This design comes from an exercise in tuning for small area, a short achievable clock period and few clock cycles on the open sky130 flow, not from production work. Where RTL was checked, it was by simulation tests only, not by an equivalence proof against the original. Function not checked in runs 1, 5 and 6: the RTL went through the layout flow alone. No activity file was given, so power comes from the tool's default toggle rates.

==> flow/design.v <==
module pe_mac_tree (
    input  wire [8:0]  d,
    input  wire [7:0]  o,
    input  wire [18:0] acc,
    output wire [18:0] sum
);
    wire pp_0_0 = d[0] & o[0];
    wire pp_0_1 = d[0] & o[1];
    wire pp_0_2 = d[0] & o[2];
    wire pp_0_3 = d[0] & o[3];
    wire pp_0_4 = d[0] & o[4];
    wire pp_0_5 = d[0] & o[5];
    wire pp_0_6 = d[0] & o[6];
    wire pp_1_0 = d[1] & o[0];
    wire pp_1_1 = d[1] & o[1];
    wire pp_1_2 = d[1] & o[2];
    wire pp_1_3 = d[1] & o[3];
    wire pp_1_4 = d[1] & o[4];
    wire pp_1_5 = d[1] & o[5];
    wire pp_1_6 = d[1] & o[6];
    wire pp_2_0 = d[2] & o[0];
    wire pp_2_1 = d[2] & o[1];
    wire pp_2_2 = d[2] & o[2];
    wire pp_2_3 = d[2] & o[3];
    wire pp_2_4 = d[2] & o[4];
    wire pp_2_5 = d[2] & o[5];
    wire pp_2_6 = d[2] & o[6];
    wire pp_3_0 = d[3] & o[0];
    wire pp_3_1 = d[3] & o[1];
    wire pp_3_2 = d[3] & o[2];
    wire pp_3_3 = d[3] & o[3];
    wire pp_3_4 = d[3] & o[4];
    wire pp_3_5 = d[3] & o[5];
    wire pp_3_6 = d[3] & o[6];
    wire pp_4_0 = d[4] & o[0];
    wire pp_4_1 = d[4] & o[1];
    wire pp_4_2 = d[4] & o[2];
    wire pp_4_3 = d[4] & o[3];
    wire pp_4_4 = d[4] & o[4];
    wire pp_4_5 = d[4] & o[5];
    wire pp_4_6 = d[4] & o[6];
    wire pp_5_0 = d[5] & o[0];
    wire pp_5_1 = d[5] & o[1];
    wire pp_5_2 = d[5] & o[2];
    wire pp_5_3 = d[5] & o[3];
    wire pp_5_4 = d[5] & o[4];
    wire pp_5_5 = d[5] & o[5];
    wire pp_5_6 = d[5] & o[6];
    wire pp_6_0 = d[6] & o[0];
    wire pp_6_1 = d[6] & o[1];
    wire pp_6_2 = d[6] & o[2];
    wire pp_6_3 = d[6] & o[3];
    wire pp_6_4 = d[6] & o[4];
    wire pp_6_5 = d[6] & o[5];
    wire pp_6_6 = d[6] & o[6];
    wire pp_7_0 = d[7] & o[0];
    wire pp_7_1 = d[7] & o[1];
    wire pp_7_2 = d[7] & o[2];
    wire pp_7_3 = d[7] & o[3];
    wire pp_7_4 = d[7] & o[4];
    wire pp_7_5 = d[7] & o[5];
    wire pp_7_6 = d[7] & o[6];
    wire pn_0 = o[7] & ~d[0];
    wire pn_1 = o[7] & ~d[1];
    wire pn_2 = o[7] & ~d[2];
    wire pn_3 = o[7] & ~d[3];
    wire pn_4 = o[7] & ~d[4];
    wire pn_5 = o[7] & ~d[5];
    wire pn_6 = o[7] & ~d[6];
    wire pn_7 = o[7] & ~d[7];
    wire qn_0 = d[8] & ~o[0];
    wire qn_1 = d[8] & ~o[1];
    wire qn_2 = d[8] & ~o[2];
    wire qn_3 = d[8] & ~o[3];
    wire qn_4 = d[8] & ~o[4];
    wire qn_5 = d[8] & ~o[5];
    wire qn_6 = d[8] & ~o[6];
    wire sgn = ~(o[7] | d[8]);
    wire s1, c2;
    pe_ha us1 (.a(pp_1_6), .b(pp_2_5), .s(s1), .co(c2));
    wire s3, c4;
    pe_fa us3 (.a(pp_2_6), .b(pp_3_5), .c(pp_4_4), .s(s3), .co(c4));
    wire s5, c6;
    pe_ha us5 (.a(pp_0_5), .b(pp_1_4), .s(s5), .co(c6));
    wire s7, c8;
    pe_fa us7 (.a(pp_0_6), .b(pp_1_5), .c(pp_2_4), .s(s7), .co(c8));
    wire s9, c10;
    pe_ha us9 (.a(pp_3_3), .b(pp_4_2), .s(s9), .co(c10));
    wire s11, c12;
    pe_fa us11 (.a(s1), .b(pp_3_4), .c(pp_4_3), .s(s11), .co(c12));
    wire s13, c14;
    pe_fa us13 (.a(pp_5_2), .b(pp_6_1), .c(pp_7_0), .s(s13), .co(c14));
    wire s15, c16;
    pe_ha us15 (.a(pn_0), .b(o[7]), .s(s15), .co(c16));
    wire s17, c18;
    pe_fa us17 (.a(s3), .b(pp_5_3), .c(pp_6_2), .s(s17), .co(c18));
    wire s19, c20;
    pe_fa us19 (.a(pp_7_1), .b(pn_1), .c(qn_0), .s(s19), .co(c20));
    wire s21, c22;
    pe_fa us21 (.a(d[8]), .b(acc[8]), .c(c2), .s(s21), .co(c22));
    wire s23, c24;
    pe_fa us23 (.a(pp_3_6), .b(pp_4_5), .c(pp_5_4), .s(s23), .co(c24));
    wire s25, c26;
    pe_fa us25 (.a(pp_6_3), .b(pp_7_2), .c(pn_2), .s(s25), .co(c26));
    wire s27, c28;
    pe_fa us27 (.a(qn_1), .b(acc[9]), .c(c4), .s(s27), .co(c28));
    wire s29, c30;
    pe_fa us29 (.a(pp_4_6), .b(pp_5_5), .c(pp_6_4), .s(s29), .co(c30));
    wire s31, c32;
    pe_fa us31 (.a(pp_7_3), .b(pn_3), .c(qn_2), .s(s31), .co(c32));
    wire s33, c34;
    pe_fa us33 (.a(pp_5_6), .b(pp_6_5), .c(pp_7_4), .s(s33), .co(c34));
    wire s35, c36;
    pe_ha us35 (.a(pp_0_3), .b(pp_1_2), .s(s35), .co(c36));
    wire s37, c38;
    pe_fa us37 (.a(pp_0_4), .b(pp_1_3), .c(pp_2_2), .s(s37), .co(c38));
    wire s39, c40;
    pe_ha us39 (.a(pp_3_1), .b(pp_4_0), .s(s39), .co(c40));
    wire s41, c42;
    pe_fa us41 (.a(s5), .b(pp_2_3), .c(pp_3_2), .s(s41), .co(c42));
    wire s43, c44;
    pe_fa us43 (.a(pp_4_1), .b(pp_5_0), .c(acc[5]), .s(s43), .co(c44));
    wire s45, c46;
    pe_fa us45 (.a(s7), .b(s9), .c(pp_5_1), .s(s45), .co(c46));
    wire s47, c48;
    pe_fa us47 (.a(pp_6_0), .b(acc[6]), .c(c6), .s(s47), .co(c48));
    wire s49, c50;
    pe_fa us49 (.a(s11), .b(s13), .c(s15), .s(s49), .co(c50));
    wire s51, c52;
    pe_fa us51 (.a(acc[7]), .b(c8), .c(c10), .s(s51), .co(c52));
    wire s53, c54;
    pe_fa us53 (.a(s17), .b(s19), .c(s21), .s(s53), .co(c54));
    wire s55, c56;
    pe_fa us55 (.a(c12), .b(c14), .c(c16), .s(s55), .co(c56));
    wire s57, c58;
    pe_fa us57 (.a(s23), .b(s25), .c(s27), .s(s57), .co(c58));
    wire s59, c60;
    pe_fa us59 (.a(c18), .b(c20), .c(c22), .s(s59), .co(c60));
    wire s61, c62;
    pe_fa us61 (.a(s29), .b(s31), .c(acc[10]), .s(s61), .co(c62));
    wire s63, c64;
    pe_fa us63 (.a(c24), .b(c26), .c(c28), .s(s63), .co(c64));
    wire s65, c66;
    pe_fa us65 (.a(s33), .b(pn_4), .c(qn_3), .s(s65), .co(c66));
    wire s67, c68;
    pe_fa us67 (.a(acc[11]), .b(c30), .c(c32), .s(s67), .co(c68));
    wire s69, c70;
    pe_fa us69 (.a(pp_6_6), .b(pp_7_5), .c(pn_5), .s(s69), .co(c70));
    wire s71, c72;
    pe_fa us71 (.a(qn_4), .b(acc[12]), .c(c34), .s(s71), .co(c72));
    wire s73, c74;
    pe_fa us73 (.a(pp_7_6), .b(pn_6), .c(qn_5), .s(s73), .co(c74));
    wire s75, c76;
    pe_ha us75 (.a(pp_0_2), .b(pp_1_1), .s(s75), .co(c76));
    wire s77, c78;
    pe_fa us77 (.a(s35), .b(pp_2_1), .c(pp_3_0), .s(s77), .co(c78));
    wire s79, c80;
    pe_fa us79 (.a(s37), .b(s39), .c(acc[4]), .s(s79), .co(c80));
    wire s81, c82;
    pe_fa us81 (.a(s41), .b(s43), .c(c38), .s(s81), .co(c82));
    wire s83, c84;
    pe_fa us83 (.a(s45), .b(s47), .c(c42), .s(s83), .co(c84));
    wire s85, c86;
    pe_fa us85 (.a(s49), .b(s51), .c(c46), .s(s85), .co(c86));
    wire s87, c88;
    pe_fa us87 (.a(s53), .b(s55), .c(c50), .s(s87), .co(c88));
    wire s89, c90;
    pe_fa us89 (.a(s57), .b(s59), .c(c54), .s(s89), .co(c90));
    wire s91, c92;
    pe_fa us91 (.a(s61), .b(s63), .c(c58), .s(s91), .co(c92));
    wire s93, c94;
    pe_fa us93 (.a(s65), .b(s67), .c(c62), .s(s93), .co(c94));
    wire s95, c96;
    pe_fa us95 (.a(s69), .b(s71), .c(c66), .s(s95), .co(c96));
    wire s97, c98;
    pe_fa us97 (.a(s73), .b(acc[13]), .c(c70), .s(s97), .co(c98));
    wire s99, c100;
    pe_fa us99 (.a(pn_7), .b(qn_6), .c(acc[14]), .s(s99), .co(c100));
    wire s101, c102;
    pe_ha us101 (.a(sgn), .b(acc[15]), .s(s101), .co(c102));
    wire s103, c104;
    pe_ha us103 (.a(pp_0_1), .b(pp_1_0), .s(s103), .co(c104));
    wire s105, c106;
    pe_fa us105 (.a(s75), .b(pp_2_0), .c(acc[2]), .s(s105), .co(c106));
    wire s107, c108;
    pe_fa us107 (.a(s77), .b(acc[3]), .c(c76), .s(s107), .co(c108));
    wire s109, c110;
    pe_fa us109 (.a(s79), .b(c36), .c(c78), .s(s109), .co(c110));
    wire s111, c112;
    pe_fa us111 (.a(s81), .b(c40), .c(c80), .s(s111), .co(c112));
    wire s113, c114;
    pe_fa us113 (.a(s83), .b(c44), .c(c82), .s(s113), .co(c114));
    wire s115, c116;
    pe_fa us115 (.a(s85), .b(c48), .c(c84), .s(s115), .co(c116));
    wire s117, c118;
    pe_fa us117 (.a(s87), .b(c52), .c(c86), .s(s117), .co(c118));
    wire s119, c120;
    pe_fa us119 (.a(s89), .b(c56), .c(c88), .s(s119), .co(c120));
    wire s121, c122;
    pe_fa us121 (.a(s91), .b(c60), .c(c90), .s(s121), .co(c122));
    wire s123, c124;
    pe_fa us123 (.a(s93), .b(c64), .c(c92), .s(s123), .co(c124));
    wire s125, c126;
    pe_fa us125 (.a(s95), .b(c68), .c(c94), .s(s125), .co(c126));
    wire s127, c128;
    pe_fa us127 (.a(s97), .b(c72), .c(c96), .s(s127), .co(c128));
    wire s129, c130;
    pe_fa us129 (.a(s99), .b(c74), .c(c98), .s(s129), .co(c130));
    wire s131, c132;
    pe_fa us131 (.a(s101), .b(1'b1), .c(c100), .s(s131), .co(c132));
    wire s133, c134;
    pe_fa us133 (.a(acc[16]), .b(1'b1), .c(c102), .s(s133), .co(c134));
    wire s135, c136;
    pe_ha us135 (.a(acc[17]), .b(1'b1), .s(s135), .co(c136));
    wire s137, c138;
    pe_ha us137 (.a(acc[18]), .b(1'b1), .s(s137), .co(c138));
    wire [18:0] ra = {s137, s135, s133, s131, s129, s127, s125, s123, s121, s119, s117, s115, s113, s111, s109, s107, s105, s103, pp_0_0};
    wire [18:0] rb = {c136, c134, c132, c130, c128, c126, c124, c122, c120, c118, c116, c114, c112, c110, c108, c106, c104, acc[1], acc[0]};
    wire [4:0] rc;
    assign rc[0] = 1'b0;
    assign {rc[1], sum[0]} = ra[0] + rb[0] + rc[0];
    assign {rc[2], sum[1]} = ra[1] + rb[1] + rc[1];
    assign {rc[3], sum[2]} = ra[2] + rb[2] + rc[2];
    assign {rc[4], sum[3]} = ra[3] + rb[3] + rc[3];
    wire [14:0] g0, p0;
    assign p0 = ra[18:4] ^ rb[18:4];
    assign g0 = (ra[18:4] & rb[18:4]) | {14'd0, p0[0] & rc[4]};
    wire bg1 = g0[1] | (p0[1] & g0[0]);
    wire bp1 = p0[1] & p0[0];
    wire bg2 = g0[3] | (p0[3] & g0[2]);
    wire bp2 = p0[3] & p0[2];
    wire bg3 = g0[5] | (p0[5] & g0[4]);
    wire bp3 = p0[5] & p0[4];
    wire bg4 = g0[7] | (p0[7] & g0[6]);
    wire bp4 = p0[7] & p0[6];
    wire bg5 = g0[9] | (p0[9] & g0[8]);
    wire bp5 = p0[9] & p0[8];
    wire bg6 = g0[11] | (p0[11] & g0[10]);
    wire bp6 = p0[11] & p0[10];
    wire bg7 = g0[13] | (p0[13] & g0[12]);
    wire bp7 = p0[13] & p0[12];
    wire bg8 = bg2 | (bp2 & bg1);
    wire bp8 = bp2 & bp1;
    wire bg9 = bg4 | (bp4 & bg3);
    wire bp9 = bp4 & bp3;
    wire bg10 = bg6 | (bp6 & bg5);
    wire bp10 = bp6 & bp5;
    wire bg11 = bg9 | (bp9 & bg8);
    wire bp11 = bp9 & bp8;
    wire bg12 = bg10 | (bp10 & bg11);
    wire bp12 = bp10 & bp11;
    wire bg13 = bg3 | (bp3 & bg8);
    wire bp13 = bp3 & bp8;
    wire bg14 = bg5 | (bp5 & bg11);
    wire bp14 = bp5 & bp11;
    wire bg15 = bg7 | (bp7 & bg12);
    wire bp15 = bp7 & bp12;
    wire bg16 = g0[2] | (p0[2] & bg1);
    wire bp16 = p0[2] & bp1;
    wire bg17 = g0[4] | (p0[4] & bg8);
    wire bp17 = p0[4] & bp8;
    wire bg18 = g0[6] | (p0[6] & bg13);
    wire bp18 = p0[6] & bp13;
    wire bg19 = g0[8] | (p0[8] & bg11);
    wire bp19 = p0[8] & bp11;
    wire bg20 = g0[10] | (p0[10] & bg14);
    wire bp20 = p0[10] & bp14;
    wire bg21 = g0[12] | (p0[12] & bg12);
    wire bp21 = p0[12] & bp12;
    wire bg22 = g0[14] | (p0[14] & bg15);
    wire bp22 = p0[14] & bp15;
    assign sum[4] = p0[0] ^ rc[4];
    assign sum[5] = p0[1] ^ g0[0];
    assign sum[6] = p0[2] ^ bg1;
    assign sum[7] = p0[3] ^ bg16;
    assign sum[8] = p0[4] ^ bg8;
    assign sum[9] = p0[5] ^ bg17;
    assign sum[10] = p0[6] ^ bg13;
    assign sum[11] = p0[7] ^ bg18;
    assign sum[12] = p0[8] ^ bg11;
    assign sum[13] = p0[9] ^ bg19;
    assign sum[14] = p0[10] ^ bg14;
    assign sum[15] = p0[11] ^ bg20;
    assign sum[16] = p0[12] ^ bg12;
    assign sum[17] = p0[13] ^ bg21;
    assign sum[18] = p0[14] ^ bg15;
endmodule
module pe_fa (input wire a, input wire b, input wire c, output wire s, output wire co);
    assign {co, s} = a + b + c;
endmodule
module pe_ha (input wire a, input wire b, output wire s, output wire co);
    assign {co, s} = a + b;
endmodule
module pe_rd_bit (input wire [7:0] a, input wire v, output wire y);
    assign y = v & (a == 8'd30);
endmodule
module processing_element_avalon_interface (
    input csi_clockreset_clk,
    input csi_clockreset_reset_n,
    input [7:0] avs_s1_address,
    input avs_s1_read,
    input avs_s1_write,
    input [31:0] avs_s1_writedata,
    output reg [31:0] avs_s1_readdata
);
    wire clk = csi_clockreset_clk;
    wire rst = ~csi_clockreset_reset_n;
    wire [7:0] a = avs_s1_address;
    reg       wr_v;
    reg [4:0] wr_a;
    reg [7:0] wr_d;
    always @(posedge clk) begin
        wr_v <= ~rst & avs_s1_write & (a < 8'd18);
        wr_a <= a[4:0];
        wr_d <= avs_s1_writedata[7:0];
    end
    reg [7:0] img [0:8];
    reg [7:0] filt [0:8];
    reg start;
    wire [7:0] din = rst ? 8'd0 : wr_d;
    wire live = wr_v;
    wire [8:0] sel_x, sel_w;
    reg  [7:0] xs, ws;
    integer k;
    genvar i;
    generate
        for (i = 0; i < 9; i = i + 1) begin : g_op
            assign sel_x[i] = live & (wr_a == i);
            assign sel_w[i] = live & (wr_a == i + 9);
            always @(posedge clk)
                if (rst | sel_x[i]) img[i] <= din;
            always @(posedge clk)
                if (rst | sel_w[i]) filt[i] <= din;
        end
    endgenerate
    always @(*) begin
        xs = 8'd0;
        ws = 8'd0;
        for (k = 0; k < 9; k = k + 1) begin
            if (sel_x[k] | sel_w[k]) begin
                xs = xs | img[k];
                ws = ws | filt[k];
            end
        end
    end
    wire is_x = |sel_x;
    wire [7:0] old_v   = is_x ? xs : ws;
    wire [7:0] other_v = is_x ? ws : xs;
    wire [8:0] delta = {wr_d[7], wr_d} - {old_v[7], old_v};
    always @(posedge clk)
        if (rst) start <= 1'b0;
        else if (avs_s1_write & (a == 8'd18)) start <= avs_s1_writedata[0];
    reg [8:0] d_q;
    reg [7:0] o_q;
    reg [18:0] acc;
    wire [18:0] sum;
    always @(posedge clk) begin
        d_q <= delta;
        o_q <= other_v & {8{~rst}};
    end
    pe_mac_tree mac (
        .d(d_q),
        .o(o_q),
        .acc(acc),
        .sum(sum)
    );
    always @(posedge clk)
        if (rst) acc <= 19'd0;
        else acc <= sum;
    wire [31:0] result = {{13{acc[18]}}, acc};
    wire [18:0] rd_sum;
    genvar b;
    generate
        for (b = 0; b < 19; b = b + 1) begin : g_rd
            pe_rd_bit rd (.a(a), .v(acc[b]), .y(rd_sum[b]));
        end
    endgenerate
    wire rd_done = (a == 8'd31) & start;
    always @(*)
        avs_s1_readdata = {{13{rd_sum[18]}}, rd_sum[18:1], rd_sum[0] | rd_done};
endmodule
==> flow/flow/run.sh <==
#!/bin/bash
# Standard ORFS layout, with repair_timing asked to leave extra setup slack so
# that the fixed input/output paths are built fast. The SDC is the standard flow's own.
set -euo pipefail
bash standard.sh SETUP_SLACK_MARGIN=7 MATCH_CELL_FOOTPRINT=0 \
  "BUFFER_PORTS_ARGS=-buffer_cell sky130_fd_sc_hd__buf_2" finish > standard_flow.log 2>&1
==> flow/standard.sh <==
#!/bin/bash
# synth_recipe.tcl (not shown) runs the flow's synth.tcl, then flattens the netlist and writes it again
# the make line also repeats each setting of config.mk as NAME=value (left out here)
make -C /OpenROAD-flow-scripts/flow DESIGN_CONFIG=/design/flow/config.mk WORK_HOME=/design/flow/orfs CLKGATE_MAP_FILE= SYNTH_SCRIPT=/design/flow/synth_recipe.tcl "${@:-finish}"
==> flow/config.mk <==
export PLATFORM = sky130hd
export DESIGN_NAME = processing_element_avalon_interface
export DESIGN_NICKNAME = processing_element_avalon_interface
export VERILOG_FILES = /design/flow/design.v
export SDC_FILE = /design/flow/constraint.sdc
export NUM_CORES = 4
export LEC_CHECK = 0
export CAP_MARGIN = 20
export CORE_MARGIN = 2
export CORE_UTILIZATION = 40
export SLEW_MARGIN = 20
export SYNTH_HIERARCHICAL = 1
export SYNTH_MINIMUM_KEEP_SIZE = 0
==> flow/constraint.sdc <==
create_clock -name core_clock -period 12.5 [get_ports {csi_clockreset_clk}]
set_input_delay 2.5000 -clock core_clock [delete_from_list [all_inputs] [get_ports {csi_clockreset_clk}]]
set_output_delay 2.5000 -clock core_clock [all_outputs]
set_load 0.01 [all_outputs]
==> results.cfg, run 1 <==
[run_status]
outcome = complete, no violations

[critical_path]
r2r.worst_path.cells = 14
regToRegSetupSlack_ns = 7.41
worstPathCellList = buf_16 -> nor4bb_4 -> and4_4 -> buf_2
cp.required_ns = 10.00
max_stage_delay_ns = 0.32
worst_path_max_delay_cell = and4_4
worstPathMaxFanout = 7
worst-setup-path-type = primary input to output pin
cp-end-kind = output pin
r2r-start = o_q[5]$_DFF_P_
crit_path_end = avs_s1_readdata[18]
rr_endpoint = acc[17]$_SDFF_PN0_
startpoint_type = primary input
critPathArrivalTime_ns = 3.40
cp-startpoint = avs_s1_address[6]

[final_layout]
instances_no_fill = 1166
area_growth_syn_to_layout_pct = 14.6
nets = 964
layout-drive-gt1-share = 0.173
antenna_cells = 0
design_area_mm2 = 0.0120

[placement]
dp_slack_ns = 6.49
placed_area_mm2 = 0.0110
placed_cells = 1126
io_buffers = 50
hpwl_um = 15900
gp_congestion = 0.792

[sta]
skew_ns = 0.0173
worst_pin_slew_ns = 1.04
period_share = 0.472
slew_headroom = 0.305
hold_violations = 0
fmax_ghz = 0.170
rsz0062_at_grt = yes
slew_violations = 0
layout_setup_ws_ns = 6.60
tns_ns = 0
setup_violations = 0
fin_crit_ns = 5.90

[die]
rows = 59
start_util = 0.405
dieHeight_um = 166
io_pins = 76
die-area_mm2 = 0.0275
die_w_um = 166
core_area_mm2 = 0.0258

[global_route]
antenna_found_initial = 0
grt_pass1_wl_um = 37400
grt.overflow.total = 0
grt_max_degree = 49
grt_pass1_vias = 6535
grt_usage = 0.177

[power_and_ir_drop]
p_per_area_mw_per_mm2 = 134
p_leak_nw = 4.65
ir_drop_uv = 101

[synthesis]
synth_area_leaders = edfxtp_1 41%, fa_1 13%, dfxtp_1 9.8%, and2_1 4.9%, ha_1 3.8%
syn_area_mm2 = 0.0105
synth_most_common_cell = edfxtp_1
ys_seq_area_frac = 0.511
ys_top_cells_by_count = 144 x edfxtp_1, 82 x and2_1, 70 x fa_1, 51 x dfxtp_1, 35 x buf_4
synth.avg_cell_area_um2 = 13.6
synth_top_area_cell = edfxtp_1
synth-seq-cells = 195
synth_cell_types = 64
synthCells = 769
synthArstFlopShare = 0
yosys_most_used_dff = edfxtp_1
synth-warning-count = 9
synth_edf_count = 144
synth_top_area_share = 0.413

[drt]
met2_length_um = 11600
totalWireLength_um = 23800
wl_per_cell_um = 20.4
routed.top_layer = met4
wl_met3_um = 1030
avgViaCountPerCell = 5.50
vias = 6414
first_pass_iters = 8
drt_first_iter_violations = 528
wl_met1_um = 10400
postRouteAntennaNets = 0
remaining_drc_errors = 0

[clock_network]
cts_htree_levels = 4
clk_latency_ns = 0.44
cts_max_path_buffers = 2
cts_buffers = 17
clk_pin_slew_ns = 0.07
cts_sinks = 195
cts_tree = yes
cts_root_buffer = clkbuf_16

[min_path]
hp-class = flip-flop to flip-flop

[flow_run]
maxCapViolations = 0
per-module statistics from Yosys, one instance, submodules excluded:
module                               cells inside  cell area [um^2]  flops+latches  copies in the design
pe_rd_bit                                       3              26.3              0                    19
processing_element_avalon_interface           493              7530            195                     1
pe_mac_tree                                   150              1140              0                     1
pe_ha                                           1              12.5              0                    11
pe_fa                                           1              20.0              0                    58
power breakdown:
group | total, mW | switching [mW] | leakage (nW) | internal, mW
Sequential | 0.793 | 0.0365 | 1.82 | 0.756
Combinational | 0.263 | 0.137 | 2.54 | 0.127
Clock | 0.553 | 0.280 | 0.292 | 0.273
Total | 1.61 | 0.453 | 4.65 | 1.16
final cells by class:
class / instances / area (um^2)
Fill cell: 2332 / 13900
Sequential cell: 195 / 5350
Multi-Input combinational cell: 500 / 4830
Timing Repair Buffer: 78 / 687
Clock buffer: 17 / 425
Tap cell: 335 / 419
Clock inverter: 15 / 184
Inverter: 26 / 97.6
sequential cells by signal (all words and copies together), names as in the netlist:
| signal | flops |
|---|---|
| d_q | 9 |
| wr_d | 8 |
| wr_a | 5 |
| filt | 72 |
| img | 72 |
| start | 1 |
| o_q | 8 |
| wr_v | 1 |
| acc | 19 |
worst min path at each step:
stage,start,end,slack [ns],depth (start not counted)
floorplan,start$_SDFFE_PN0P_,start$_SDFFE_PN0P_,0.45,2
global placement,start$_SDFFE_PN0P_,start$_SDFFE_PN0P_,0.47,2
detailed placement,start$_SDFFE_PN0P_,start$_SDFFE_PN0P_,0.48,2
CTS,start$_SDFFE_PN0P_,start$_SDFFE_PN0P_,0.50,2
global route,start$_SDFFE_PN0P_,start$_SDFFE_PN0P_,0.53,2
finish,start$_SDFFE_PN0P_,start$_SDFFE_PN0P_,0.50,2
logic make-up after synthesis:
group | Yosys count | share of synthesized area
simple gates | 245 | 0.160
other cells | 1 | 0.000358
fa+ha+maj | 102 | 0.172
buf+inv | 78 | 0.0428
compound gates | 130 | 0.0972
flops | 195 | 0.511
xor+xnor | 14 | 0.0124
mux | 4 | 0.00419
layer usage:
layer  global-route usage  vias up
li1                     -     2960
met1                0.231     3253
met2                0.297      169
met3               0.0327       32
met4               0.0624        0
met5                    0        -
critical path: cells and delay by family:
| kind | cells | cell delay (ns) |
|---|---|---|
| buffers and inverters | 2 | 0.27 |
| AND/OR/NAND/NOR | 2 | 0.62 |
metrics by stage:
stage / utilization / power (mW) / hold slack, ns
after floorplan: - / 0.987 / 0.452
after global placement: 0.424 / 1.05 / 0.469
after detailed placement: 0.424 / 1.06 / 0.480
after CTS: 0.459 / 1.62 / 0.500
after global routing: 0.464 / 1.69 / 0.533
final: 0.464 / 1.61 / 0.498
placed cells by master (no fill, tap or decap), types with 7 or more instances in the layout:
cell type and count:
a21oi_1 10, nor3b_1 17, a22o_1 18, nand2b_1 8
edfxtp_1 144, ha_1 32, fa_1 70, buf_4 25
and4_1 19, and2_1 82, inv_1 26, and3_1 9
dfxtp_1 51, nand2_1 20, o21ai_0 21, buf_6 15
nor2_1 12, nor3_1 8, clkbuf_16 20, a221oi_1 10
nor4bb_2 8, a222oi_1 14, nor4bb_1 7, nor2b_1 17
buf_2 30, a22oi_1 16, xnor2_1 7
timing repair:
action | 4_1_cts | 5_1_grt
gates resized for setup | 51 | 14
cloned | 4 | 2
setup buffers | 1 | 1
hold endpoints to repair | 0 | 0
hold buffers | 0 | 0
endpoints found under the setup margin | 32 | 32
pin swaps | 10 | 12
==> run 2, diff against run 1 <==
--- a/flow/design.v
+++ b/flow/design.v
@@ -291,8 +291,18 @@
 module pe_ha (input wire a, input wire b, output wire s, output wire co);
     assign {co, s} = a + b;
 endmodule
-module pe_rd_bit (input wire [7:0] a, input wire v, output wire y);
-    assign y = v & (a == 8'd30);
+module pe_mux9 (input wire [8:0] s, input wire [8:0] d, output wire y);
+    wire [2:0] n;
+    pe_aoi222 g0 (.a1(s[0]), .a2(d[0]), .b1(s[1]), .b2(d[1]), .c1(s[2]), .c2(d[2]), .y(n[0]));
+    pe_aoi222 g1 (.a1(s[3]), .a2(d[3]), .b1(s[4]), .b2(d[4]), .c1(s[5]), .c2(d[5]), .y(n[1]));
+    pe_aoi222 g2 (.a1(s[6]), .a2(d[6]), .b1(s[7]), .b2(d[7]), .c1(s[8]), .c2(d[8]), .y(n[2]));
+    assign y = ~&n;
+endmodule
+module pe_aoi222 (
+    input wire a1, input wire a2, input wire b1, input wire b2,
+    input wire c1, input wire c2, output wire y
+);
+    assign y = ~((a1 & a2) | (b1 & b2) | (c1 & c2));
 endmodule
 module processing_element_avalon_interface (
     input csi_clockreset_clk,
@@ -320,8 +330,6 @@
     wire [7:0] din = rst ? 8'd0 : wr_d;
     wire live = wr_v;
     wire [8:0] sel_x, sel_w;
-    reg  [7:0] xs, ws;
-    integer k;
     genvar i;
     generate
         for (i = 0; i < 9; i = i + 1) begin : g_op
@@ -333,16 +341,24 @@
                 if (rst | sel_w[i]) filt[i] <= din;
         end
     endgenerate
-    always @(*) begin
-        xs = 8'd0;
-        ws = 8'd0;
-        for (k = 0; k < 9; k = k + 1) begin
-            if (sel_x[k] | sel_w[k]) begin
-                xs = xs | img[k];
-                ws = ws | filt[k];
-            end
+    wire [8:0] sel = sel_x | sel_w;
+    wire [7:0] xs, ws;
+    generate
+        for (i = 0; i < 8; i = i + 1) begin : g_mux
+            pe_mux9 mx (
+                .s(sel),
+                .d({img[8][i], img[7][i], img[6][i], img[5][i], img[4][i],
+                    img[3][i], img[2][i], img[1][i], img[0][i]}),
+                .y(xs[i])
+            );
+            pe_mux9 mw (
+                .s(sel),
+                .d({filt[8][i], filt[7][i], filt[6][i], filt[5][i], filt[4][i],
+                    filt[3][i], filt[2][i], filt[1][i], filt[0][i]}),
+                .y(ws[i])
+            );
         end
-    end
+    endgenerate
     wire is_x = |sel_x;
     wire [7:0] old_v   = is_x ? xs : ws;
     wire [7:0] other_v = is_x ? ws : xs;
@@ -368,14 +384,11 @@
         if (rst) acc <= 19'd0;
         else acc <= sum;
     wire [31:0] result = {{13{acc[18]}}, acc};
-    wire [18:0] rd_sum;
-    genvar b;
-    generate
-        for (b = 0; b < 19; b = b + 1) begin : g_rd
-            pe_rd_bit rd (.a(a), .v(acc[b]), .y(rd_sum[b]));
-        end
-    endgenerate
-    wire rd_done = (a == 8'd31) & start;
-    always @(*)
-        avs_s1_readdata = {{13{rd_sum[18]}}, rd_sum[18:1], rd_sum[0] | rd_done};
+    always @(*) begin
+        case (a)
+            8'd30: avs_s1_readdata = result;
+            8'd31: avs_s1_readdata = {31'd0, start};
+            default: avs_s1_readdata = 32'd0;
+        endcase
+    end
 endmodule
--- a/flow/config.mk
+++ b/flow/config.mk
@@ -8,6 +8,8 @@
 export CAP_MARGIN = 20
 export CORE_MARGIN = 2
 export CORE_UTILIZATION = 40
+export CTS_CLUSTER_DIAMETER = 100
+export CTS_CLUSTER_SIZE = 30
 export SLEW_MARGIN = 20
 export SYNTH_HIERARCHICAL = 1
 export SYNTH_MINIMUM_KEEP_SIZE = 0
==> run 2 against run 1 <==
Cell count fell by 6.9%. Die area fell by 6.7%. Power barely moved. Clock skew rose by 0.0014 ns. Sequential share of layout area rose by 3.5 points. Core utilization fell by 0.24 points. Combinational power fell by 11%. Wire length fell by 12%. Non-clock buffer count fell by 11. Critical path depth rose by 4. Largest cell class unchanged. Largest power group unchanged.
==> results.cfg, run 2 <==
[synthesis]
synth_edf_count = 144
synthCells = 683
synthArstFlopShare = 0
synth_most_common_cell = edfxtp_1
synth_top_area_cell = edfxtp_1
ys_seq_area_frac = 0.549
syn_area_mm2 = 0.00974
yosys_most_used_dff = edfxtp_1
synth-warning-count = 9
ys_top_cells_by_count = 144 x edfxtp_1, 102 x and2_1, 70 x fa_1, 51 x dfxtp_1, 48 x a222oi_1
synth-seq-cells = 195
synth_cell_types = 51
synth_area_leaders = edfxtp_1 44%, fa_1 14%, dfxtp_1 10%, and2_1 6.6%, a222oi_1 4.9%
synth_top_area_share = 0.444
synth.avg_cell_area_um2 = 14.3

[min_path]
hp-class = flip-flop to flip-flop

[final_layout]
final_cell_mix = 144 x edfxtp_1, 101 x and2_1, 70 x fa_1, 51 x dfxtp_1
fin_util = 0.462
fillers = 2180
top_regs = filt x72, img x72, acc x19
layout-drive-gt1-share = 0.158
area_growth_syn_to_layout_pct = 14.2
nets = 894
antenna_cells = 0
layout_commonest_cell = edfxtp_1

[drt]
vias = 5795
totalWireLength_um = 21000
remaining_drc_errors = 0
drt_first_iter_violations = 510
postRouteAntennaNets = 0
avgViaCountPerCell = 5.34
first_pass_iters = 8
wl_per_cell_um = 19.3

[critical_path]
startpoint_type = primary input
cp.required_ns = 10.00
cp-end-kind = output pin
worstPathMaxFanout = 10
worst-setup-path-type = primary input to output pin
critPathArrivalTime_ns = 3.65

[clock_network]
clk_pin_slew_ns = 0.08
cts_max_path_buffers = 2
cts_htree_levels = 4
cts_sinks = 195
cts_buffers = 17
clk_latency_ns = 0.43
cts_root_buffer = clkbuf_16
cts_tree = yes
ctsHoldBuffers = 0

[global_route]
grt_usage = 0.166
antenna_found_initial = 0
grt_max_degree = 56
grt.overflow.total = 0
grt_pass1_vias = 5889
grt_pass1_wl_um = 32800

[flow_run]
maxCapViolations = 0

[placement]
io_buffers = 50
dp_slack_ns = 5.95
hpwl_um = 14500
gp_congestion = 0.811

[die]
die_w_um = 160
die-area_mm2 = 0.0256
io_pins = 76
dieHeight_um = 160
rows = 57
core_area_mm2 = 0.0241
start_util = 0.404

[power_and_ir_drop]
p_per_area_mw_per_mm2 = 145
ir_drop_uv = 83.1
p_leak_nw = 4.55
power_mw = 1.61

[sta]
rsz0062_at_grt = yes
layout_setup_ws_ns = 6.35
fmax_ghz = 0.162
fin_crit_ns = 6.15
skew_ns = 0.0187
slew_headroom = 0.429
worst_pin_slew_ns = 0.851
hold_violations = 0
setup_violations = 0
slew_violations = 0
period_share = 0.492
tns_ns = 0

[run_status]
outcome = complete, no violations
==> run 2: cell count changes after synthesis, sizes merged, moves of 7 or more <==
cell	before	now
a222oi	14	48
buf	44	17
and2	82	102
and4	20	0
nor3b	20	0
nor4bb	19	0
a22o	18	0
nand3	3	21
a22oi	16	0
mux2i	1	16
a221oi	10	0
nor2b	18	28
nand2	20	13
==> run 2: layout make-up <==
type	count	area [um^2]	area share
well taps	324	405	0.0364
clock buffers	17	425	0.0382
inverters	25	93.8	0.00843
multi-input cells	442	4200	0.377
flip-flops and latches	195	5350	0.480
clock inverters	15	221	0.0199
repair buffers	67	435	0.0391
==> run 2: final timing paths <==
check | cells past startpoint | startpoint | slack, ns | end
min | 3 | wr_d[0]$_DFF_P_ | 0.58 | d_q[0]$_DFF_P_
max | 8 | avs_s1_address[7] | 6.35 | avs_s1_readdata[23]
max reg2reg | 14 | d_q[3]$_DFF_P_ | 7.52 | acc[17]$_SDFF_PN0_
min reg2reg | 3 | wr_d[0]$_DFF_P_ | 0.58 | d_q[0]$_DFF_P_
==> run 2: routing by layer <==
layer / track usage / vias up / part of all wire
met5: 0 / - / 0
met4: 0.0430 / 0 / 0.013
met3: 0.0270 / 18 / 0.048
met2: 0.281 / 189 / 0.50
met1: 0.224 / 2932 / 0.44
li1: - / 2656 / -
==> run 2: through the flow <==
stage	instance area, um^2	cells	hold slack [ns]
final	11100	1085	0.579
after detailed placement	10300	1044	0.548
after global placement	10300	1044	0.500
after CTS	11100	1081	0.556
after floorplan	9770	686	0.485
after global routing	11100	1085	0.598
==> run 2: repair_timing <==
item | in CTS | in global routing
pin swaps | 2 | 4
buffers inserted | 5 | 2
resized for setup | 7 | 1
hold endpoints to repair | 0 | 0
cloned | 0 | 2
setup endpoints to repair | 32 | 32
==> run 2: cell families (layout without fill, tap and decap cells) <==
group / after synthesis / in the layout / share of synthesized area
and+or+nand+nor: 203 / 204 / 0.124
DFF: 195 / 195 / 0.549
adders and majority gates: 102 / 102 / 0.185
AOI/OAI and AO/OA: 99 / 99 / 0.0830
buffers and inverters: 50 / 124 / 0.0265
muxes: 18 / 18 / 0.0188
xor gates and xnor gates: 15 / 15 / 0.0135
other: 1 / 4 / 0.000385
==> run 2: worst max-delay path, cell delays in order <==
cell,delay [ns]
buf_6,0.10
nor3_4,0.19
nand3_2,0.13
nor3_4,0.16
buf_4,0.15
buf_12,0.12
and2_4,0.17
buf_2,0.13
==> run 2: per-module statistics from Yosys, one instance, submodules excluded <==
module                               cells  times used  area, um^2
pe_aoi222                                1          48        10.0
pe_fa                                    1          58        20.0
pe_mux9                                  1          16        5.00
processing_element_avalon_interface    400           1        6750
pe_mac_tree                            150           1        1140
pe_ha                                    1          11        12.5
==> run 2: report_power, final <==
part	total [mW]	switching, mW	leakage (nW)	internal (mW)
sequential	0.790	0.0329	1.81	0.757
combinational	0.233	0.126	2.43	0.107
clock	0.588	0.275	0.313	0.313
Testbench counts of run 2, summed over its fixed seeds: cycles 36,800.
==> run 3, diff against run 2 <==
--- a/flow/config.mk
+++ b/flow/config.mk
@@ -8,8 +8,8 @@
 export CAP_MARGIN = 20
 export CORE_MARGIN = 2
 export CORE_UTILIZATION = 40
-export CTS_CLUSTER_DIAMETER = 100
-export CTS_CLUSTER_SIZE = 30
+export CTS_BUF_LIST = sky130_fd_sc_hd__clkbuf_8
+export CTS_CLUSTER_SIZE = 10
 export SLEW_MARGIN = 20
 export SYNTH_HIERARCHICAL = 1
 export SYNTH_MINIMUM_KEEP_SIZE = 0
==> run 3 against run 2 <==
Wire length shrank 0.14%. Final area decreased by 1.7%. Critical path depth unchanged. Synthesized cell count unchanged. Die area did not move. Sequential power is essentially flat. Global-route usage increased by 0.057 points. Flip-flop and latch count stayed put. Clock power decreased by 22%. Register-to-register slack is essentially flat.
==> results.cfg, run 3 <==
[run_status]
outcome = complete, no violations

[final_layout]
layout_commonest_cell = edfxtp_1
area_growth_syn_to_layout_pct = 12.2
fin_util = 0.454
top_regs = filt x72, img x72, acc x19
antenna_cells = 0
seq_area_mm2 = 0.00535
fillers = 2197
nets = 894
layout-drive-gt1-share = 0.158
final_cell_mix = 144 x edfxtp_1, 101 x and2_1, 70 x fa_1, 51 x dfxtp_1
multi_input_area_mm2 = 0.00420

[sta]
holdWs_ns = 0.586
tns_ns = 0
skew_ns = 0.0251
hold_violations = 0
slew_violations = 0
fin_crit_ns = 6.15
setup_violations = 0
period_share = 0.492
worst_pin_slew_ns = 0.830
fmax_ghz = 0.162
slew_headroom = 0.443
rsz0062_at_grt = yes

[drt]
vias = 5745
postRouteAntennaNets = 0
remaining_drc_errors = 0
wl_per_cell_um = 19.3
totalWireLength_um = 21000
first_pass_iters = 7
drt_first_iter_violations = 550
avgViaCountPerCell = 5.29

[critical_path]
worstPathMaxFanout = 10
critPathArrivalTime_ns = 3.65
r2r-start = d_q[3]$_DFF_P_
startpoint_type = primary input
rr_endpoint = acc[17]$_SDFF_PN0_
regToRegSetupSlack_ns = 7.51
worst-setup-path-type = primary input to output pin
cp.required_ns = 10.00
cp-end-kind = output pin
r2r.worst_path.cells = 14

[power_and_ir_drop]
p_per_area_mw_per_mm2 = 135
power_mw = 1.48
p_leak_nw = 4.46
ir_drop_uv = 75.2

[min_path]
hold_end = d_q[0]$_DFF_P_
whs_path_depth = 3
min_from = wr_d[0]$_DFF_P_
hp-class = flip-flop to flip-flop

[die]
core_area_mm2 = 0.0241
start_util = 0.404
rows = 57
die-area_mm2 = 0.0256
die_w_um = 160
dieHeight_um = 160
io_pins = 76

[clock_network]
cts_root_buffer = clkbuf_8
clk_latency_ns = 0.47
cts_htree_levels = 4
cts_buffers = 17
cts_sinks = 195
clk_pin_slew_ns = 0.12
cts_max_path_buffers = 2
cts_tree = yes

[global_route]
grt_max_degree = 56
grt.overflow.total = 0
grt_pass1_wl_um = 32900
grt_pass1_vias = 5883
grt_usage = 0.167
antenna_found_initial = 0

[synthesis]
synth_top_family_by_area = adder cells
synthMuxAreaShare = 0.0188
yosys_most_used_dff = edfxtp_1
synth-seq-cells = 195
synth.avg_cell_area_um2 = 14.3
synth-xor-area-share = 0.0135
synth_compound_area_frac = 0.0830
synth_top_area_cell = edfxtp_1
ys_seq_area_frac = 0.549
synth_top_area_share = 0.444
synthArstFlopShare = 0
synth_most_common_cell = edfxtp_1
yosys.area_share.simple = 0.124
synth_cell_types = 51
synth_area_leaders = edfxtp_1 44%, fa_1 14%, dfxtp_1 10%, and2_1 6.6%, a222oi_1 4.9%
ys_top_cells_by_count = 144 x edfxtp_1, 102 x and2_1, 70 x fa_1, 51 x dfxtp_1, 48 x a222oi_1
synth_edf_count = 144
synthAdderAreaFrac = 0.185
synthCells = 683
synth-warning-count = 9
syn_area_mm2 = 0.00974

[placement]
io_buffers = 50
hpwl_um = 14500
gp_congestion = 0.811

[flow_run]
maxCapViolations = 0
[run 3: cell families after synthesis]
| group | Yosys count |
|---|---|
| AO/OA/AOI/OAI | 99 |
| XOR/XNOR | 15 |
| adder cells (fa/ha/maj) | 102 |
| buffers and inverters | 50 |
| flip-flops | 195 |
| multiplexers | 18 |
| other | 1 |
| AND/OR/NAND/NOR | 203 |
[run 3: worst max path at each step]
stage / from / endpoint / slack [ns] / cells after the start
2_1_floorplan: avs_s1_address[5] / avs_s1_readdata[19] / 6.49 / 6
3_3_place_gp: avs_s1_address[5] / avs_s1_readdata[18] / 6.03 / 6
3_5_place_dp: avs_s1_address[5] / avs_s1_readdata[27] / 5.95 / 6
4_1_cts: avs_s1_address[5] / avs_s1_readdata[27] / 6.30 / 7
5_1_grt: avs_s1_address[7] / avs_s1_readdata[27] / 6.26 / 8
6_report: avs_s1_address[7] / avs_s1_readdata[23] / 6.35 / 8
[run 3: what timing repair did]
action | 4_1_cts | 5_1_grt
gates resized for setup | 7 | 1
cloned | 0 | 2
pin swaps | 2 | 4
buffers inserted | 5 | 2
endpoints found under the setup margin | 32 | 32
hold buffers | 0 | 0
[run 3: layout make-up]
| type | count | share of cell area |
|---|---|---|
| Clock buffer | 17 | 0.0214 |
| Clock inverter | 15 | 0.0203 |
| Inverter | 25 | 0.00858 |
| Multi-Input combinational cell | 442 | 0.384 |
| Sequential cell | 195 | 0.489 |
| Tap cell | 324 | 0.0371 |
| Timing Repair Buffer | 67 | 0.0398 |
[run 3: per-stage QoR]
step           std cells  area [um^2]  setup slack [ns]
2_1_floorplan        686         9770              6.49
3_3_place_gp        1044        10300              6.03
3_5_place_dp        1044        10300              5.95
4_1_cts             1081        10900              6.30
5_1_grt             1085        10900              6.26
6_report            1085        10900              6.35
[run 3: per-module statistics from Yosys (local to each module, per instance)]
| module | cell area, um^2 | copies in the design | cells inside | flip-flops and latches |
|---|---|---|---|---|
| pe_mux9 | 5.00 | 16 | 1 | 0 |
| pe_mac_tree | 1140 | 1 | 150 | 0 |
| processing_element_avalon_interface | 6750 | 1 | 400 | 195 |
| pe_aoi222 | 10.0 | 48 | 1 | 0 |
| pe_ha | 12.5 | 11 | 1 | 0 |
| pe_fa | 20.0 | 58 | 1 | 0 |
[run 3: per-layer routing]
layer / part of all wire / vias up / global-route usage
met5: 0 / - / 0
met4: 0.013 / 0 / 0.0418
met3: 0.049 / 18 / 0.0275
met2: 0.50 / 162 / 0.283
met1: 0.43 / 2919 / 0.225
li1: - / 2646 / -
[run 3: worst max-delay path, stage by stage]
cell and delay (ns):
buf_6 0.10, nor3_4 0.19, nand3_2 0.13, nor3_4 0.16, buf_4 0.15, buf_12 0.12, and2_4 0.17, buf_2 0.13
[run 3: power by group]
part           total [mW]  switching [mW]  internal, mW
Clock               0.456           0.261         0.195
Combinational       0.233           0.125         0.107
Sequential          0.790          0.0328         0.757
==> run 4, diff against run 3 <==
--- a/flow/config.mk
+++ b/flow/config.mk
@@ -8,8 +8,6 @@
 export CAP_MARGIN = 20
 export CORE_MARGIN = 2
 export CORE_UTILIZATION = 40
-export CTS_BUF_LIST = sky130_fd_sc_hd__clkbuf_8
-export CTS_CLUSTER_SIZE = 10
 export SLEW_MARGIN = 20
 export SYNTH_HIERARCHICAL = 1
 export SYNTH_MINIMUM_KEEP_SIZE = 0
==> run 4 against run 3 <==
Largest power group unchanged. Clock skew decreased by 0.0064 ns. Combinational power barely moved. Hold slack worse by 0.0070 ns. First-iteration DRC count shrank 7.3%. Critical path depth unchanged. Synthesized area stayed put. Wire length grew 0.14%. Cell count unchanged.
==> results.cfg, run 4 <==
[min_path]
hp-class = flip-flop to flip-flop

[final_layout]
nets = 894
design_area_mm2 = 0.0111
instances_no_fill = 1085
antenna_cells = 0
area_growth_syn_to_layout_pct = 14.2
final_cell_mix = 144 x edfxtp_1, 101 x and2_1, 70 x fa_1, 51 x dfxtp_1
layout-drive-gt1-share = 0.158
fin_util = 0.462
top_regs = filt x72, img x72, acc x19
layout_commonest_cell = edfxtp_1

[synthesis]
synth_top_area_cell = edfxtp_1
yosys.area_share.simple = 0.124
synth_cell_types = 51
synth-seq-cells = 195
synthArstFlopShare = 0
synth_most_common_cell = edfxtp_1
synth-warning-count = 9
synth.avg_cell_area_um2 = 14.3
synth-xor-area-share = 0.0135
synth_edf_count = 144
ys_seq_area_frac = 0.549
synth_compound_area_frac = 0.0830
ys_top_cells_by_count = 144 x edfxtp_1, 102 x and2_1, 70 x fa_1, 51 x dfxtp_1, 48 x a222oi_1
synth_top_area_share = 0.444
synthAdderAreaFrac = 0.185
yosys_most_used_dff = edfxtp_1
synth_area_leaders = edfxtp_1 44%, fa_1 14%, dfxtp_1 10%, and2_1 6.6%, a222oi_1 4.9%
synth_top_family_by_area = adder cells
syn_area_mm2 = 0.00974
synthMuxAreaShare = 0.0188
synthCells = 683

[die]
rows = 57
start_util = 0.404
io_pins = 76
core_area_mm2 = 0.0241
die-area_mm2 = 0.0256
die_w_um = 160
dieHeight_um = 160

[clock_network]
cts_tree = yes
cts_sinks = 195
clk_latency_ns = 0.43
cts_buffers = 17
cts_root_buffer = clkbuf_16
cts_max_path_buffers = 2
cts_htree_levels = 4
clk_pin_slew_ns = 0.08

[global_route]
antenna_found_initial = 0
grt_max_degree = 56
grt_pass1_wl_um = 32800
grt_usage = 0.166
grt.overflow.total = 0
grt_pass1_vias = 5889

[sta]
skew_ns = 0.0187
setup_violations = 0
holdWs_ns = 0.579
fmax_ghz = 0.162
worst_pin_slew_ns = 0.851
slew_violations = 0
period_share = 0.492
rsz0062_at_grt = yes
slew_headroom = 0.429
layout_setup_ws_ns = 6.35
tns_ns = 0
hold_violations = 0
fin_crit_ns = 6.15

[flow_run]
maxCapViolations = 0

[critical_path]
worstPathMaxFanout = 10
cp-end-kind = output pin
startpoint_type = primary input
worst_path_max_delay_cell = nor3_4
worst-setup-path-type = primary input to output pin
worstPathCellList = buf_6 -> nor3_4 -> nand3_2 -> nor3_4 -> buf_4 -> buf_12 -> and2_4 -> buf_2
max_stage_delay_ns = 0.19
cp.required_ns = 10.00
path_delay_family = simple AND/OR/NAND/NOR gates
critical_path_buf_inv_count = 4
crit_path_frequent_cell = nor3_4
critPathArrivalTime_ns = 3.65

[power_and_ir_drop]
power_mw = 1.61
ir_drop_uv = 83.1
p_leak_nw = 4.55
p_per_area_mw_per_mm2 = 145

[placement]
dp_slack_ns = 5.95
gp_congestion = 0.811
io_buffers = 50
placed_cells = 1044
hpwl_um = 14500
placed_area_mm2 = 0.0103

[drt]
vias = 5795
drt_first_iter_violations = 510
first_pass_iters = 8
wl_per_cell_um = 19.3
remaining_drc_errors = 0
totalWireLength_um = 21000
postRouteAntennaNets = 0
avgViaCountPerCell = 5.34

[run_status]
outcome = complete, no violations
run 4: area by class of cell:
class | instances | area [um^2]
clock buffer | 17 | 425
clock inverter | 15 | 221
fill | 2180 | 13000
inverter | 25 | 93.8
multi-input combinational | 442 | 4200
sequential | 195 | 5350
tap | 324 | 405
timing repair buffer | 67 | 435
run 4: power by group:
group / internal (mW) / switching [mW] / total [mW]
clock: 0.313 / 0.275 / 0.588
combinational: 0.107 / 0.126 / 0.233
sequential: 0.757 / 0.0329 / 0.790
total: 1.18 / 0.433 / 1.61
run 4: per-module statistics from Yosys (local to each module, per instance):
module | cells | copies in the design | area [um^2]
pe_fa | 1 | 58 | 20.0
processing_element_avalon_interface | 400 | 1 | 6750
pe_mac_tree | 150 | 1 | 1140
pe_aoi222 | 1 | 48 | 10.0
pe_mux9 | 1 | 16 | 5.00
pe_ha | 1 | 11 | 12.5
run 4: final timing paths:
check,start,to,slack (ns),depth (start not counted)
max reg2reg,d_q[3]$_DFF_P_,acc[17]$_SDFF_PN0_,7.52,14
max,avs_s1_address[7],avs_s1_readdata[23],6.35,8
min reg2reg,wr_d[0]$_DFF_P_,d_q[0]$_DFF_P_,0.58,3
min,wr_d[0]$_DFF_P_,d_q[0]$_DFF_P_,0.58,3
run 4: worst register-to-register path, stage by stage, from the launching register on:
cell	delay, ns
dfxtp_1	0.49
and2_1	0.20
fa_1	0.45
fa_1	0.53
fa_1	0.53
fa_1	0.52
fa_1	0.44
ha_1	0.35
a21oi_1	0.22
nor2b_2	0.19
a211o_1	0.17
nand2_1	0.10
fa_1	0.39
xor2_1	0.15
and2_1	0.15
run 4: what timing repair did:
item | in CTS | in global routing
pin swaps | 2 | 4
buffers inserted | 5 | 2
hold buffers | 0 | 0
resized for setup | 7 | 1
cloned | 0 | 2
setup endpoints to repair | 32 | 32
run 4: layer usage:
metal / vias to the layer above / track usage / part of all wire
met1: 2932 / 0.224 / 0.44
met2: 189 / 0.281 / 0.50
met5: - / 0 / 0
met4: 0 / 0.0430 / 0.013
li1: 2656 / - / -
met3: 18 / 0.0270 / 0.048
run 4: kinds of logic after synthesis:
logic type	Yosys count
buffers and inverters	50
AO/OA/AOI/OAI	99
XOR/XNOR	15
AND/OR/NAND/NOR	203
adder cells (fa/ha/maj)	102
flip-flops	195
multiplexers	18
other	1
==> run 5, diff against run 4 <==
--- a/flow/design.v
+++ b/flow/design.v
@@ -304,6 +304,20 @@
 );
     assign y = ~((a1 & a2) | (b1 & b2) | (c1 & c2));
 endmodule
+module pe_dec30 (input wire [7:0] a, output wire h1, output wire h2, output wire is31);
+    assign h1 = &a[4:1];
+    assign h2 = ~(a[7] | a[6] | a[5] | a[0]);
+    assign is31 = (a == 8'd31);
+endmodule
+module pe_and3 (input wire a, input wire b, input wire c, output wire y);
+    assign y = a & b & c;
+endmodule
+module pe_rd0 (
+    input wire a, input wire b, input wire c, input wire d, input wire e,
+    output wire y
+);
+    assign y = (a & b & c) | (d & e);
+endmodule
 module processing_element_avalon_interface (
     input csi_clockreset_clk,
     input csi_clockreset_reset_n,
@@ -384,11 +398,19 @@
         if (rst) acc <= 19'd0;
         else acc <= sum;
     wire [31:0] result = {{13{acc[18]}}, acc};
-    always @(*) begin
-        case (a)
-            8'd30: avs_s1_readdata = result;
-            8'd31: avs_s1_readdata = {31'd0, start};
-            default: avs_s1_readdata = 32'd0;
-        endcase
-    end
+    wire [3:0] h1, h2, is31;
+    wire [31:0] rd_bits;
+    generate
+        for (i = 0; i < 4; i = i + 1) begin : g_dec
+            pe_dec30 dec (.a(a), .h1(h1[i]), .h2(h2[i]), .is31(is31[i]));
+        end
+    endgenerate
+    pe_rd0 rd0 (.a(h1[0]), .b(h2[0]), .c(result[0]), .d(is31[0]), .e(start), .y(rd_bits[0]));
+    generate
+        for (i = 1; i < 32; i = i + 1) begin : g_rd
+            pe_and3 rd (.a(h1[i/8]), .b(h2[i/8]), .c(result[i]), .y(rd_bits[i]));
+        end
+    endgenerate
+    always @(*)
+        avs_s1_readdata = rd_bits;
 endmodule
==> run 5 against run 4 <==
Still clean. Sequential share of layout area is 1.9 points lower. Core utilization is 1.7 points higher. Setup slack better by 0.30 ns. Clock skew is 0.0027 ns lower. Critical path type unchanged. Critical endpoint is now avs_s1_readdata[13]. Largest cell class unchanged.
==> results.cfg, run 5 <==
[critical_path]
worstPathCellList = buf_12 -> nor4_4 -> buf_6 -> and3_4 -> buf_6
max_stage_delay_ns = 0.27
worst_path_max_delay_cell = nor4_4
worstPathMaxFanout = 8
critPathArrivalTime_ns = 3.35
cp.required_ns = 10.00
worst-setup-path-type = primary input to output pin
cp-end-kind = output pin
r2r-start = o_q[5]$_DFF_P_
path_delay_family = simple AND/OR/NAND/NOR gates
crit_path_frequent_cell = buf_6
startpoint_type = primary input
critical_path_buf_inv_count = 3
cp-startpoint = avs_s1_address[6]

[clock_network]
cts_buffers = 17
cts_tree = yes
ctsHoldBuffers = 0
clk_pin_slew_ns = 0.08
cts_max_path_buffers = 2
cts_sinks = 195
cts_htree_levels = 4
cts_root_buffer = clkbuf_16
clk_latency_ns = 0.44

[placement]
placed_cells = 1078
gp_congestion = 0.827
io_buffers = 50
hpwl_um = 16000
dp_slack_ns = 6.34

[sta]
slew_violations = 0
fin_crit_ns = 5.85
layout_setup_ws_ns = 6.65
period_share = 0.468
setup_violations = 0
worst_pin_slew_ns = 0.867
hold_violations = 0
slew_headroom = 0.422
fmax_ghz = 0.171
skew_ns = 0.0160
rsz0062_at_grt = yes
tns_ns = 0

[die]
core_area_mm2 = 0.0242
rows = 57
io_pins = 76
start_util = 0.405
dieHeight_um = 160
die_w_um = 160
die-area_mm2 = 0.0258

[synthesis]
synth.avg_cell_area_um2 = 14.2
synth-warning-count = 9
synthCells = 690
syn_area_mm2 = 0.00979

[final_layout]
area_growth_syn_to_layout_pct = 18.2
fillers = 2047
layout_commonest_cell = edfxtp_1
final_cell_mix = 144 x edfxtp_1, 83 x and2_1, 70 x fa_1, 51 x dfxtp_1, 48 x a222oi_1
antenna_cells = 0
layout-drive-gt1-share = 0.186
instances_no_fill = 1115
fin_util = 0.479
top_regs = filt x72, img x72, acc x19
nets = 924

[global_route]
grt.overflow.total = 0
grt_usage = 0.181
antenna_found_initial = 0
grt_max_degree = 56
grt_pass1_vias = 6398
grt_pass1_wl_um = 35800

[min_path]
min_from = start$_SDFFE_PN0P_
hp-class = flip-flop to flip-flop

[drt]
avgViaCountPerCell = 5.56
totalWireLength_um = 22800
vias = 6194
postRouteAntennaNets = 0
wl_per_cell_um = 20.4
drt_first_iter_violations = 677
first_pass_iters = 6
remaining_drc_errors = 0

[power_and_ir_drop]
ir_drop_uv = 97.7
p_leak_nw = 4.75
p_per_area_mw_per_mm2 = 136

[run_status]
outcome = complete, no violations

[flow_run]
maxCapViolations = 0
## run 5: cell type report
| type | count | area, um^2 | share of cell area |
|---|---|---|---|
| multi-input cells | 463 | 4470 | 0.386 |
| flip-flops and latches | 195 | 5350 | 0.462 |
| clock buffers | 17 | 425 | 0.0368 |
| inverters | 24 | 90.1 | 0.00778 |
| repair buffers | 77 | 656 | 0.0567 |
| clock inverters | 15 | 183 | 0.0158 |
| well taps | 324 | 405 | 0.0350 |
## run 5: final timing paths
kind	to	slack (ns)	cells past startpoint
worst max-delay path	avs_s1_readdata[13]	6.65	5
worst min register to register	start$_SDFFE_PN0P_	0.55	2
worst max register to register	acc[17]$_SDFF_PN0_	7.37	14
worst min-delay path	start$_SDFFE_PN0P_	0.55	2
## run 5: power by group
part	switching, mW	internal [mW]	total [mW]
clock network	0.280	0.276	0.556
logic	0.122	0.101	0.223
registers	0.0402	0.756	0.796
total	0.442	1.13	1.57
## run 5: repair_timing
action                                 in CTS  in global routing
endpoints found under the hold margin       0                  0
gates resized for setup                    38                 26
pin swaps                                   9                  9
setup endpoints to repair                  32                 32
setup buffers                               4                  1
## run 5: tightest hold or removal path: cells and delay by family, from the launching register on
| family | cells | cell delay (ns) |
|---|---|---|
| flip-flops | 1 | 0.33 |
| multiplexers | 1 | 0.13 |
| AND/OR/NAND/NOR | 1 | 0.06 |
## run 5: layer usage
| metal | part of all wire | vias up | global-route usage |
|---|---|---|---|
| met5 | 0 | - | 0 |
| met4 | 0.019 | 0 | 0.0586 |
| met3 | 0.059 | 35 | 0.0261 |
| met2 | 0.49 | 229 | 0.308 |
| met1 | 0.43 | 3133 | 0.241 |
| li1 | - | 2797 | - |
## run 5: through the flow
| stage | power (mW) | hold WS (ns) | instance area, um^2 |
|---|---|---|---|
| global route | 1.65 | 0.593 | 11600 |
| finish | 1.57 | 0.553 | 11600 |
| detailed placement | 1.03 | 0.545 | 10600 |
| floorplan | 0.956 | 0.488 | 9870 |
| global placement | 1.01 | 0.539 | 10600 |
| CTS | 1.58 | 0.562 | 11400 |
==> run 6, diff against run 5 <==
==> flow/flow/run.sh (replaced) <==
#!/bin/bash
# Standard ORFS layout, with repair_timing asked to leave extra setup slack so
# that the fixed input/output paths are built fast. The SDC is the standard flow's own.
set -euo pipefail
bash standard.sh SETUP_SLACK_MARGIN=6.7 MATCH_CELL_FOOTPRINT=0 \
  "BUFFER_PORTS_ARGS=-buffer_cell sky130_fd_sc_hd__buf_2" finish > standard_flow.log 2>&1
--- a/flow/config.mk
+++ b/flow/config.mk
@@ -8,6 +8,8 @@
 export CAP_MARGIN = 20
 export CORE_MARGIN = 2
 export CORE_UTILIZATION = 40
+export CTS_BUF_LIST = sky130_fd_sc_hd__clkbuf_8
+export CTS_CLUSTER_SIZE = 10
 export SLEW_MARGIN = 20
 export SYNTH_HIERARCHICAL = 1
 export SYNTH_MINIMUM_KEEP_SIZE = 0
==> run 6 against run 5 <==
Clock power down 26%. Largest cell class unchanged. Via count down 4.0%. Sequential share of layout area up 1.5 points. Still clean on timing, DRC and antenna. Synthesized cell count unchanged. First-iteration DRC count down 1.2%. Clock skew up 0.0096 ns. Cell count down 0.90%. Fmax down 0.30%. Wire length down 4.0%. Global-route usage down 0.59 points. Critical endpoint is now avs_s1_readdata[15]. Critical path depth unchanged. Final area down 3.2%.
==> results.cfg, run 6 <==
[run_status]
outcome = complete, no violations

[sta]
rsz0062_at_grt = yes
layout_setup_ws_ns = 6.63
fin_crit_ns = 5.87
holdWs_ns = 0.543
tns_ns = 0
slew_violations = 0
hold_violations = 0
setup_violations = 0
worst_pin_slew_ns = 0.870
slew_headroom = 0.420
fmax_ghz = 0.170
skew_ns = 0.0256
period_share = 0.470

[clock_network]
clk_pin_slew_ns = 0.10
cts_htree_levels = 4
cts_tree = yes
ctsHoldBuffers = 0
cts_root_buffer = clkbuf_8
clk_latency_ns = 0.48
cts_sinks = 195
cts_buffers = 17
cts_max_path_buffers = 2

[critical_path]
r2r-start = o_q[5]$_DFF_P_
cp.required_ns = 10.00
cp-end-kind = output pin
startpoint_type = primary input
cp-startpoint = avs_s1_address[5]
regToRegSetupSlack_ns = 7.46
crit_path_end = avs_s1_readdata[15]
worst-setup-path-type = primary input to output pin
r2r.worst_path.cells = 14
rr_endpoint = acc[17]$_SDFF_PN0_
critPathArrivalTime_ns = 3.37
worstPathMaxFanout = 8

[global_route]
grt_usage = 0.175
grt.overflow.total = 0
grt_max_degree = 56
grt_pass1_vias = 6152
grt_pass1_wl_um = 34200
antenna_found_initial = 0

[final_layout]
antenna_cells = 0
nets = 914
area_growth_syn_to_layout_pct = 14.4
multi_input_area_mm2 = 0.00444
fillers = 2117
layout-drive-gt1-share = 0.165
final_cell_mix = 144 x edfxtp_1, 83 x and2_1, 70 x fa_1, 51 x dfxtp_1, 48 x a222oi_1
instances_no_fill = 1105
layout_commonest_cell = edfxtp_1
top_regs = filt x72, img x72, acc x19
seq_area_mm2 = 0.00535

[synthesis]
syn_area_mm2 = 0.00979
synth-warning-count = 9
synthCells = 690
synth.avg_cell_area_um2 = 14.2

[power_and_ir_drop]
power_mw = 1.42
p_per_area_mw_per_mm2 = 127
p_leak_nw = 4.60
ir_drop_uv = 63.6

[die]
start_util = 0.405
die-area_mm2 = 0.0258
core_area_mm2 = 0.0242
io_pins = 76
die_w_um = 160
dieHeight_um = 160
rows = 57

[placement]
dp_slack_ns = 6.00
hpwl_um = 15900
gp_congestion = 0.824
placed_cells = 1069
io_buffers = 50

[min_path]
hp-class = flip-flop to flip-flop

[drt]
drt_first_iter_violations = 669
remaining_drc_errors = 0
vias = 5948
first_pass_iters = 7
avgViaCountPerCell = 5.38
totalWireLength_um = 21900
wl_per_cell_um = 19.8
postRouteAntennaNets = 0

[flow_run]
maxCapViolations = 0
==> run 6: per-layer routing <==
| metal | GRT usage | part of all wire |
|---|---|---|
| met5 | 0 | 0 |
| met4 | 0.0676 | 0.025 |
| met3 | 0.0429 | 0.058 |
| met2 | 0.287 | 0.48 |
| met1 | 0.227 | 0.43 |
==> run 6: power breakdown <==
part | switching [mW] | total (mW) | internal, mW
clock network | 0.254 | 0.409 | 0.155
logic | 0.120 | 0.216 | 0.0968
registers | 0.0372 | 0.793 | 0.756
total | 0.410 | 1.42 | 1.01
==> run 6: final cells by class <==
class | count | area share
Inverter | 24 | 0.00804
Tap cell | 324 | 0.0362
Clock inverter | 15 | 0.0156
Timing Repair Buffer | 67 | 0.0461
Multi-Input combinational cell | 463 | 0.396
Clock buffer | 17 | 0.0209
Sequential cell | 195 | 0.477
==> run 6: how the worst min path moves through the flow <==
stage / startpoint / endpoint / slack [ns] / depth (start not counted)
finish: start$_SDFFE_PN0P_ / start$_SDFFE_PN0P_ / 0.54 / 2
global route: start$_SDFFE_PN0P_ / start$_SDFFE_PN0P_ / 0.59 / 2
CTS: start$_SDFFE_PN0P_ / start$_SDFFE_PN0P_ / 0.54 / 2
detailed placement: start$_SDFFE_PN0P_ / start$_SDFFE_PN0P_ / 0.52 / 2
global placement: start$_SDFFE_PN0P_ / start$_SDFFE_PN0P_ / 0.50 / 2
floorplan: start$_SDFFE_PN0P_ / start$_SDFFE_PN0P_ / 0.49 / 2
==> run 6: metrics by stage <==
stage          instance area [um^2]  utilization
2_1_floorplan                  9810            -
3_3_place_gp                  10500        0.435
3_5_place_dp                  10500        0.435
4_1_cts                       11100        0.458
5_1_grt                       11200        0.463
6_report                      11200        0.463
==> run 6: repair_timing <==
| item | CTS | global route |
|---|---|---|
| buffers inserted | 4 | 0 |
| gates resized for setup | 23 | 26 |
| endpoints found under the setup margin | 32 | 32 |
| pin swaps | 6 | 8 |
==> run 6: worst max-delay path, stage by stage <==
cell    delay [ns]
buf_12        0.12
nor4_4        0.28
buf_6         0.18
and3_4        0.19
buf_6         0.09

separate check: timing with driven ports:
How much do the figures lean on ideal ports? The routed layouts below were timed once more, with nothing changed but the port constraints.
Step 1 sets driving cells, clkbuf_16 on the clock port and buf_2 on the other inputs (assumed; they add their load-dependent delay and slew).
Step 2 times the ports against the registers' clock, not the clock port: input delays grow and output delays shrink by t, the midpoint of the rising clock arrivals with the driver on.
a / b / c = no drivers / after step 1 / after step 2; a / b = the first two.
run	t (ns)	setup slack, ns	worst register clock-pin slew, ns
run 1	0.472	6.601 / 6.471 / 6.471	0.08 / 0.08
run 2	0.468	6.345 / 6.308 / 6.308	0.08 / 0.08
run 3	0.498	6.345 / 6.308 / 6.308	0.12 / 0.12
run 4	0.468	6.345 / 6.308 / 6.308	0.08 / 0.08
run 5	0.477	6.647 / 6.592 / 6.592	0.08 / 0.08
run 6	0.510	6.629 / 6.580 / 6.580	0.12 / 0.12
After both steps every run listed still meets setup and hold. For run 1, which loses most, drivers alone change the setup slack by -0.130 ns; drivers and shift together by -0.130 ns.
